This is an optimization exercise on Yosys and OpenROAD, whose aim is small area, not a production implementation. The RTL was checked by simulation tests, not by an equivalence proof against the original design.

==> run a: inputs <==
Design CC, start of the top module:
module CC(
           clk,
           rst_n,
           in_valid,
           mode,
           xi,
           yi,
           out_valid,
           xo,
           yo
       );
==> flow/config.mk <==
export PLATFORM = sky130hd
export DESIGN_NAME = CC
export DESIGN_NICKNAME = CC
export VERILOG_FILES = /design/flow/design.v
export SDC_FILE = /design/flow/constraint.sdc
export NUM_CORES = 4
export LEC_CHECK = 0
export CAP_MARGIN = 20
export CORE_MARGIN = 2
export CORE_UTILIZATION = 40
export CTS_BUF_LIST = sky130_fd_sc_hd__clkbuf_8
export PLACE_DENSITY = 0.6
export SLEW_MARGIN = 20
==> flow/constraint.sdc <==
create_clock -name core_clock -period 50.0 [get_ports {clk}]
set_input_delay 10.0000 -clock core_clock [delete_from_list [all_inputs] [get_ports {clk}]]
set_output_delay 10.0000 -clock core_clock [all_outputs]
set_load 0.01 [all_outputs]
run.sh (not shown) runs the stock make flow with config.mk's settings and CLKGATE_MAP_FILE= SYNTH_SCRIPT=/design/flow/synth_recipe.tcl, a recipe that flattens the netlist after the stock synthesis.
==> inputs of run b, as changes to run a <==
==> flow/design.v (replaced) <==
module CC(
           clk,
           rst_n,
           in_valid,
           mode,
           xi,
           yi,
           out_valid,
           xo,
           yo
       );
input               clk, rst_n, in_valid;
input       [1:0]   mode;
input       [7:0]   xi, yi;
output              out_valid;
output      [7:0]   xo, yo;
localparam S_IDLE = 3'd0;
localparam S_CAP  = 3'd1;
localparam S_DIV  = 3'd2;
localparam S_RUN  = 3'd3;
localparam S_MUL  = 3'd4;
localparam S_OUT  = 3'd5;
reg [2:0] st;
reg [1:0] op;
reg [4:0] cnt;
reg [1:0] md;
reg       valid;
reg       gneg;
reg       first;
reg       ph;
reg [7:0] X, Y, YU;
reg [7:0] AX, AR, AE, BX, BR;
reg [8:0] BE;           
reg [13:0] AQ, BQ, DY;
wire [15:0] ACC = {YU, Y};
assign out_valid = valid;
assign xo = X;
assign yo = Y & {8{valid}};
function [16:0] rca;
    input [15:0] a, b;
    input        cin;
    integer k;
    reg c;
    begin
        c = cin;
        for (k = 0; k < 16; k = k + 1) begin
            rca[k] = a[k] ^ b[k] ^ c;
            c = (a[k] & b[k]) | (c & (a[k] ^ b[k]));
        end
        rca[16] = c;
    end
endfunction
wire [16:0] xinc = rca({8'd0, X}, 16'd0, 1'b1);
wire [16:0] cinc = rca({11'd0, cnt}, 16'd0, 1'b1);
wire [16:0] oinc = rca({14'd0, op}, 16'd0, 1'b1);
wire m0 = md == 2'd0;
wire m1 = md == 2'd1;
wire cap = (st == S_IDLE && in_valid) || st == S_CAP;
wire [1:0] pidx = (st == S_IDLE) ? 2'd0 : cnt[1:0];
wire p0 = cap && pidx == 2'd0;
wire p1 = cap && pidx == 2'd1;
wire p2 = cap && pidx == 2'd2;
wire p3 = cap && pidx == 2'd3;
wire lastm = p3 && !m1;
wire [7:0] xprev = ({8{lastm}} & BX) | ({8{~lastm}} & AX);
wire [7:0] yprev = ({8{lastm}} & BE[7:0]) | ({8{~lastm}} & YU);
wire [8:0] xsub;
wire ycin = ~(pidx == 2'd2 && m0);
wire [8:0] ysub;
wire [13:0] xsub14 = {{5{xsub[8]}}, xsub};
wire [13:0] ysub14 = {{5{ysub[8]}}, ysub};
wire div    = st == S_DIV;
wire render = st == S_RUN;
wire dinit  = div && cnt[4:1] == 4'd0;            
wire dlast  = div && cnt[4:1] == 4'd8;            
wire [7:0] initv = DY[7:0] & {8{AQ[8]}};          
wire [8:0] etA = ({9{cap}} & {yprev[7], yprev}) | ({9{~cap}} & {1'b0, AE});
wire [8:0] etB = ({9{cap}} & {~yi[7], ~yi}) | ({9{~cap}} & {1'b0, AR});
wire [16:0] et_w = rca({{7{etA[8]}}, etA}, {{7{etB[8]}}, etB}, (div & AQ[7]) | (cap & ycin));
wire [8:0] et = et_w[8:0];
assign ysub = et;
wire [16:0] eu_w = rca({7'd0, et}, {8'hff, ~DY[7:0]}, 1'b0);   
wire [9:0] eu = eu_w[9:0];
wire       ec = ~eu[9];
wire [7:0] rem_new = ({8{ec}} & eu[7:0]) | ({8{~ec}} & et[7:0]);
wire qsh = div && !dinit;
wire [8:0] fQ = ({9{qsh}} & {AQ[8], AQ[6:0], ec}) | ({9{~qsh}} & AQ[8:0]);
wire r_new = !render && !dinit;
wire e_new = !dinit && !dlast;
wire [7:0] fR = ({8{render}} & AR) | ({8{dinit}} & initv) | ({8{r_new}} & rem_new);
wire [7:0] fE = ({8{dinit}} & initv) | ({8{e_new}} & rem_new);
wire [7:0] fXb = ({8{render}} & AQ[7:0]) | ({8{cap}} & ~xi);
wire [16:0] fX_w = rca({{8{xprev[7]}}, xprev}, {{8{fXb[7]}}, fXb}, (render & ec) | cap);
wire [7:0] fX = fX_w[7:0];
assign xsub = fX_w[8:0];
wire row_end  = ~first && X == AX;
wire last_row = Y == YU;
wire swap = div || (render && (first || row_end));
wire div_end = div && cnt == 5'd17;
wire mul  = st == S_MUL;
wire o0 = op == 2'd0, o1 = op == 2'd1, o2 = op == 2'd2, o3 = op == 2'd3;
wire smallop = m1 && !o3;
wire mstep = ~(smallop && cnt > 5'd6);
wire sh    = mul && (ph || !mstep);               
wire last  = sh && cnt == 5'd13;
wire sstep = cnt == (smallop ? 5'd6 : 5'd13);     
wire oab = o0 || o1;
wire [2:0] bi = cnt[2:0];
wire sA_AR = m1 && o0, sA_DY = !m1 || o1, sA_AX = m1 && o2, sA_BX = m1 && o3;
wire sB_AE = m1 && o0, sB_AQ = !m1 || o1, sB_BE = m1 && o2, sB_DY = m1 && o3;
wire bitA = (sA_AR & AR[bi]) | (sA_DY & DY[0]) | (sA_AX & AX[bi]) | (sA_BX & BX[0]);
wire bitB = (sB_AE & AE[bi]) | (sB_AQ & AQ[0]) | (sB_BE & BE[bi]) | (sB_DY & DY[0]);
wire mbit = mul & mstep & (ph ? bitB : bitA);
wire g0 = mbit & ~ph, g1 = mbit & ph;
wire pAR = g0 & m1 & oab, pAX = g0 & m1 & o2, pBQ = g0 & (!m1 || o3);
wire pAE = g1 & m1 & oab, pBE = g1 & (!m1 || o2), pAQ = g1 & m1 & o3;
wire [15:0] PM = ({16{pAR}} & {{8{AR[7]}}, AR}) | ({16{pAX}} & {{8{AX[7]}}, AX})
               | ({16{pBQ}} & {{2{BQ[13]}}, BQ}) | ({16{pAE}} & {{8{AE[7]}}, AE})
               | ({16{pBE}} & {{7{BE[8]}}, BE}) | ({16{pAQ}} & {{2{AQ[13]}}, AQ});
wire neg  = (ph ? (m1 ? op[0] : gneg) : (m1 ? 1'b0 : ~gneg)) ^ sstep;
wire mneg = mbit & neg;
wire [15:0] pp = PM ^ {16{mneg}};
wire [15:0] accin = ACC & {16{cnt != 5'd0 || ph || !mul}};
wire [16:0] asum_w = rca(accin, pp, mneg | render);
wire [15:0] asum = asum_w[15:0];
wire drop = asum[0];
wire [15:0] acc_nx = ({16{sh}} & {asum[15], asum[15:1]}) | ({16{~sh}} & asum);
wire d_zero = (ACC == 16'd0) && ({BR[5:0], BX} == 14'd0);
wire x_res = st == S_OUT && !m1;
wire x_bx  = div_end || (render && row_end && !last_row);
wire x_inc = render && !row_end;
always @(posedge clk or negedge rst_n) begin
    if (!rst_n)
        X <= 8'd0;
    else
        X <= ({8{x_res}} & {ACC[2:0], DY[13:9]}) | ({8{x_bx}} & BX) | ({8{x_inc}} & xinc[7:0]);
end
always @(posedge clk or negedge rst_n) begin
    if (!rst_n) begin
        st    <= S_IDLE;
        valid <= 1'b0;
    end else begin
        case (st)
            S_IDLE: begin
                valid <= 1'b0;
                if (in_valid) st <= S_CAP;
            end
            S_CAP:
                if (pidx == 2'd3) st <= m0 ? S_DIV : S_MUL;
            S_DIV:
                if (div_end) begin
                    st    <= S_RUN;
                    valid <= 1'b1;
                end
            S_RUN:
                if (row_end && last_row) begin
                    st    <= S_IDLE;
                    valid <= 1'b0;
                end
            S_MUL:
                if (last && (m1 ? o3 : o1)) st <= S_OUT;
            S_OUT: begin
                st    <= S_IDLE;
                valid <= 1'b1;
            end
            default: st <= S_IDLE;
        endcase
    end
end
wire idle    = st == S_IDLE;
wire cnt_clr = p3 || last;
wire cnt_inc = !idle && !cnt_clr && (!mul || sh);
wire cnt_hld = !idle && !cnt_clr && !cnt_inc;
wire op_inc  = !cap && last;
wire fst_set = div_end;
wire fst_upd = !div_end && render;
wire gn_set  = last && o0;
wire gn_clr  = !gn_set && cap;
wire yu_ld   = p0 || (p2 && m1);
wire out     = st == S_OUT;
wire y_inc   = render && row_end;
wire ax_xi   = p0 || p2;
wire ax_sub  = p3 && m1;
wire ax_sw   = swap;
wire aq_sh   = sh && (m1 ? o1 : 1'b1);
wire bx_ld   = p1 || p3;
wire ch_sh   = sh && m1 && (o0 || o3);
wire bq_sh   = sh && m1 && o2;
wire dy_sh   = sh && (m1 ? (o1 || o3) : 1'b1);
always @(posedge clk) begin
    cnt   <= ({5{idle}} & (5'd1)) | ({5{cnt_inc}} & (cinc[4:0])) | ({5{cnt_hld}} & (cnt));
    ph    <= mul && mstep && !ph;
    op    <= ({2{op_inc}} & (oinc[1:0])) | ({2{!cap && !last}} & (op));
    first <= fst_set | (fst_upd & row_end) | (!fst_set && !fst_upd && first);
    gneg  <= (gn_set & asum[15]) | (!gn_set && !gn_clr && gneg);
    md    <= ({2{p0}} & (mode)) | ({2{!p0}} & (md));
    YU    <= ({8{yu_ld}} & (yi)) | ({8{mul}} & (acc_nx[15:8])) | ({8{!yu_ld && !mul}} & (YU));
    Y     <= ({8{p2}} & (yi)) | ({8{y_inc}} & (asum[7:0])) | ({8{mul}} & (acc_nx[7:0]))
           | ({8{out & m1}} & ({6'd0, d_zero, ~ACC[15] & ~d_zero})) | ({8{out & ~m1}} & (DY[8:1]))
           | ({8{!p2 && !y_inc && !out && !mul}} & (Y));
    AX <= ({8{ax_xi}} & (xi)) | ({8{ax_sub}} & (xsub[7:0])) | ({8{ax_sw}} & (BX))
        | ({8{!ax_xi && !ax_sub && !ax_sw}} & (AX));
    AR <= ({8{p1}} & (xsub[7:0])) | ({8{swap}} & (BR)) | ({8{!p1 && !swap}} & (AR));
    AE <= ({8{p1}} & (ysub[7:0])) | ({8{swap}} & (BE[7:0])) | ({8{!p1 && !swap}} & (AE));
    AQ <= ({14{p2}} & (xsub14)) | ({14{swap}} & ({AQ[13:9], BQ[8:0]}))
        | ({14{aq_sh}} & ({m1 ? drop : AQ[0], AQ[13:1]}))
        | ({14{!p2 && !swap && !aq_sh}} & (AQ));
    BX <= ({8{bx_ld}} & (xi)) | ({8{swap}} & (fX)) | ({8{ch_sh}} & ({BR[0], BX[7:1]}))
        | ({8{!bx_ld && !swap && !ch_sh}} & (BX));
    BQ <= ({14{p3}} & (xsub14)) | ({14{swap}} & ({BQ[13:9], fQ}))
        | ({14{bq_sh}} & ({drop, BQ[13:1]})) | ({14{!p3 && !swap && !bq_sh}} & (BQ));
    BR <= ({8{swap}} & (fR)) | ({8{ch_sh}} & ({BR[7:6], drop, BR[5:1]}))
        | ({8{!swap && !ch_sh}} & (BR));
    BE <= ({9{p1}} & ({BE[8], yi})) | ({9{p3}} & (ysub)) | ({9{swap}} & ({BE[8], fE}))
        | ({9{!p1 && !p3 && !swap}} & (BE));
    DY <= ({14{p2}} & (ysub14)) | ({14{dy_sh}} & ({(m1 || o1) ? drop : DY[0], DY[13:1]}))
        | ({14{!p2 && !dy_sh}} & (DY));
end
endmodule
==> flow/flow/run.sh (new file) <==
#!/bin/bash
export CTS_ARGS="-sink_clustering_enable -repair_clock_nets -dont_use_dummy_load -buf_list sky130_fd_sc_hd__clkbuf_8"
export BUFFER_PORTS_ARGS="-buffer_cell sky130_fd_sc_hd__buf_1"
bash standard.sh > standard.log 2>&1
==> flow/standard.sh (new file) <==
#!/bin/bash
# synth_recipe.tcl (not shown) runs the flow's synth.tcl, then flattens the netlist and writes it again
# the make line also repeats each setting of config.mk as NAME=value (left out here)
make -C /OpenROAD-flow-scripts/flow DESIGN_CONFIG=/design/flow/config.mk WORK_HOME=/design/flow/orfs CLKGATE_MAP_FILE= SYNTH_SCRIPT=/design/flow/synth_recipe.tcl "${@:-finish}"
removed: flow/run.sh
==> inputs of run c, as changes to run a <==
GPL_TIMING_DRIVEN = 0   (was unset)
==> qor summary <==
| metric | run b | run c | run a |
|---|---|---|---|
| Status | timing/DRC/antenna clean | timing/DRC/antenna clean | timing/DRC/antenna clean |
| Post-detailed-placement cell area | 9300 sq um | 11630 sq um | 11550 sq um |
| Initial Utilization | 40.67% | 40.51% | 40.51% |
| Total number of vias | 8716 | 10720 | 10450 |
| Worst flop-to-flop path endpoint | AQ[7] | BX[6] | BX[6] |
| Arrival time of data at the critical path endpoint | 19560 ps | 13450 ps | 13040 ps |
| Mean area per synthesized cell | 8.607 sq um | 8.504 sq um | 8.504 sq um |
| Depth of the most critical reg-to-reg path | 31 | 26 | 27 |
| Share of the core filled with cells | 43.88% | 45.01% | 44.67% |
| Die outline width | 152.7 um | 168.5 um | 168.5 um |
| Sequential cell area share | 28.31% | 28.12% | 28.34% |

-- static timing again, ports no longer ideal --
The flow's constraints put no driver on any port. The routed layouts listed below were extracted and timed again, unchanged, in two steps.
Step 1 assumes that a clkbuf_16 drives the clock port and a buf_2 every other input.
Step 2 also shifts input and output timing later by t, the mid clock arrival at the registers, as if the neighbouring blocks saw the same clock.
Slacks: ideal / step 1 / step 2; pairs: ideal / step 1.
run | shift t [ns] | setup slack, ns | hold slack, ns | pins driven straight from the clock port
run a | 0.542 | 37.352 / 37.383 / 36.841 | 0.501 / 0.501 / 0.501 | 1
run b | 0.486 | 30.823 / 30.835 / 30.348 | 0.490 / 0.490 / 0.490 | 1
run c | 0.541 | 36.943 / 36.968 / 36.427 | 0.510 / 0.510 / 0.510 | 1
After both steps every run listed still meets setup and hold. The setup slack of run c, which loses most, moves by +0.025 ns with the drivers and by -0.516 ns with both steps.
